This is an optimization exercise on Yosys and OpenROAD, whose aim is small area and a short achievable clock period, not a production implementation.
Only simulation tests tie the RTL to the original design; equivalence was not proved.
Power figures rest on the tool's default switching activity, not on a simulated workload.

Setup of run 1:
Design ALU_TOP, start of the top module:
module ALU_TOP (
  input  wire [15:0] A,
  input  wire [15:0] B,
  input  wire [3:0]  ALU_FUN,
  input  wire        CLK,
  input  wire        RST,
  output wire [31:0] Arith_OUT,
  output wire [15:0] Logic_OUT,
  output wire [15:0] Shift_OUT,
  output wire [2:0]  CMP_OUT,
  output wire        Arith_FLAG,
  output wire        Carry_OUT,
  output wire        Logic_FLAG,
  output wire        Shift_FLAG,
  output wire        CMP_FLAG
);
Size in the first run: about 2100 cells after synthesis, ~55 flip-flops, roughly 110 I/O pins, about 16000 sq um of cells after synthesis.
clock: 110.0 ns
lec_check: 0
abc_area: 1
cap_margin: 20
core_margin: 2
core_utilization: 40
slew_margin: 20
synth_hierarchical: 1
synth_minimum_keep_size: 0
run.sh (not shown) runs the stock make flow with config.mk's settings and CLKGATE_MAP_FILE= SYNTH_SCRIPT=/design/flow/synth_recipe.tcl, a recipe that flattens the netlist after the stock synthesis.
The inputs of run 2 differ from those of run 1 as listed below.
Settings: swapping 20 for 80 in SLEW_MARGIN; swapping 20 for 80 in CAP_MARGIN.
--- outcome ---
The final reports for run 2 and run 1 show final critical-path required period lower in the former. From run 1 to run 2 the numbers moved as follows: hold slack moved up; routed wire length moved up; sequential cell area share level; buffer count excluding the clock tree in the final layout moved up; post-route standard cell area excluding fillers moved up. [compare] base=run 1 new=run 2: overall power after layout +about 2%; count of buffer and inverter cells on the critical path +2; clock-pin slew on the worst setup and hold paths ~0 delta; multi-input gate area in the final layout +2.4%. Run 1 reports its worst-path cell with the longest stage delay as dfxtp_1 while run 2 reports clkdlybuf4s50_1. Cmp run 2 and run 1 / part of the cycle the worst path needs / lower: run 2. Every stage of the flow completed for run 2, and the final layout passed the timing, DRC and antenna checks.
> inputs changed (run 2 -> run 3)
==> flow/flow/run.sh (new file) <==
#!/bin/bash
set -euo pipefail
bash standard.sh "BUFFER_PORTS_ARGS=-buffer_cell sky130_fd_sc_hd__buf_1" finish > standard.log 2>&1
==> flow/standard.sh (new file) <==
#!/bin/bash
# synth_recipe.tcl (not shown) runs the flow's synth.tcl, then flattens the netlist and writes it again
# the make line also repeats each setting of config.mk as NAME=value (left out here)
make -C /OpenROAD-flow-scripts/flow DESIGN_CONFIG=/design/flow/config.mk WORK_HOME=/design/flow/orfs CLKGATE_MAP_FILE= SYNTH_SCRIPT=/design/flow/synth_recipe.tcl "${@:-finish}"
removed: flow/run.sh
==> comparison <==
- Run 3 | stages: all done | timing, DRC, antenna: all pass
- Row total length of routed wires: run 3 lower / run 2 higher
- In the metrics for run 2 and run 3, the one carrying the lower global routing usage on met2 is run 3.
- The non-clock buffer count reported for run 3 is smaller than that of run 2 by about 4%.
- On clock-cell share of area, run 2 and run 3 are basically level.
- Detailed-route wire length per cell (lower): run 3
- Compared with run 2, run 3 ends up with less cell area.
- Run 2 tops out at a lower clock frequency than run 3.
- Summary: half-perimeter wire length of the detailed placement result, run 3 better than run 2
- Run 3 ends up with lower combinational cell fraction of total power than run 2 does.
- Where wire length of the first global-routing pass is concerned, run 2 is outperformed by run 3.
Setup changes, run 3 to run 4
Settings: CAP_MARGIN changed from 80 to 20; SLEW_MARGIN changed from 80 to 20.
==> flow/flow/run.sh <==
#!/bin/bash
set -euo pipefail
bash standard.sh SETUP_SLACK_MARGIN=79 finish > standard.log 2>&1
--- outcome ---
Compared run 4 against run 3; clock power within noise.
Comparing run 4 and run 3, the higher post-route minimum period is on run 3.
Via count in run 4 is 9.7% above run 3.
What run 5 does differently from run 4 at the input level:
==> flow/flow/run.sh <==
#!/bin/bash
set -euo pipefail
bash standard.sh SETUP_SLACK_MARGIN=76 finish > standard.log 2>&1
Findings:
Run 4 and run 5 all finish clean.
Sort run 4 and run 5 by worst path arrival time, ascending, and run 4 comes first.
Relative to run 4, final routed wirelength across all metal layers has gone down in run 5.
Relative to run 4, clock share of power has increased by 0.3 points in run 5.
Taking run 4 as the reference point, the via count of run 5 falls by 4.7%.
Compared with run 4, run 5 ends up with less cell area.
Of the two values seen for class of the most critical hold timing path, in -> reg was produced by run 4 and in -> async by run 5.
Run 4 → run 5: routing usage on met2 lost 1.4 points; setup slack lost 0.48 ns; wire length of the first global-routing pass lost 3.9%; multi-input logic area lost 1000 sq um; worst hold slack picked up an extra 0.024 ns.

-- static timing again, ports no longer ideal --
No port has a modelled driver above. Below, the same layouts with a new extraction and two added sets of constraints.
Step 1, drivers: a clkbuf_16 drives CLK and a buf_2 each remaining input, both assumed.
Step 2, shift: input delay + t, output delay - t, t = (earliest + latest rising clock arrival at the registers) / 2. This alone moves slack from input paths to output paths.
Slacks: ideal ports / drivers / drivers and shift; pairs: ideal ports / drivers.
run	t (ns)	slack for setup (ns)	worst setup path at the end	latest minus earliest clock arrival (ns)	slew at the worst register clock pin (ns)
run 1	0.369	72.082 / 72.038 / 72.407	register to output	0.014 / 0.013	0.09 / 0.09
run 2	0.366	74.615 / 74.569 / 74.812	input to register	0.013 / 0.013	0.09 / 0.09
run 3	0.366	74.970 / 74.922 / 75.120	input to register	0.008 / 0.009	0.09 / 0.09
run 4	0.370	76.853 / 76.804 / 76.738	input to register	0.005 / 0.004	0.08 / 0.08
run 5	0.370	76.377 / 76.397 / 76.027	input to register	0.011 / 0.011	0.09 / 0.09
After both steps every run listed still meets setup and hold. The setup slack of run 5, which loses most, moves by +0.020 ns with the drivers and by -0.350 ns with both steps.
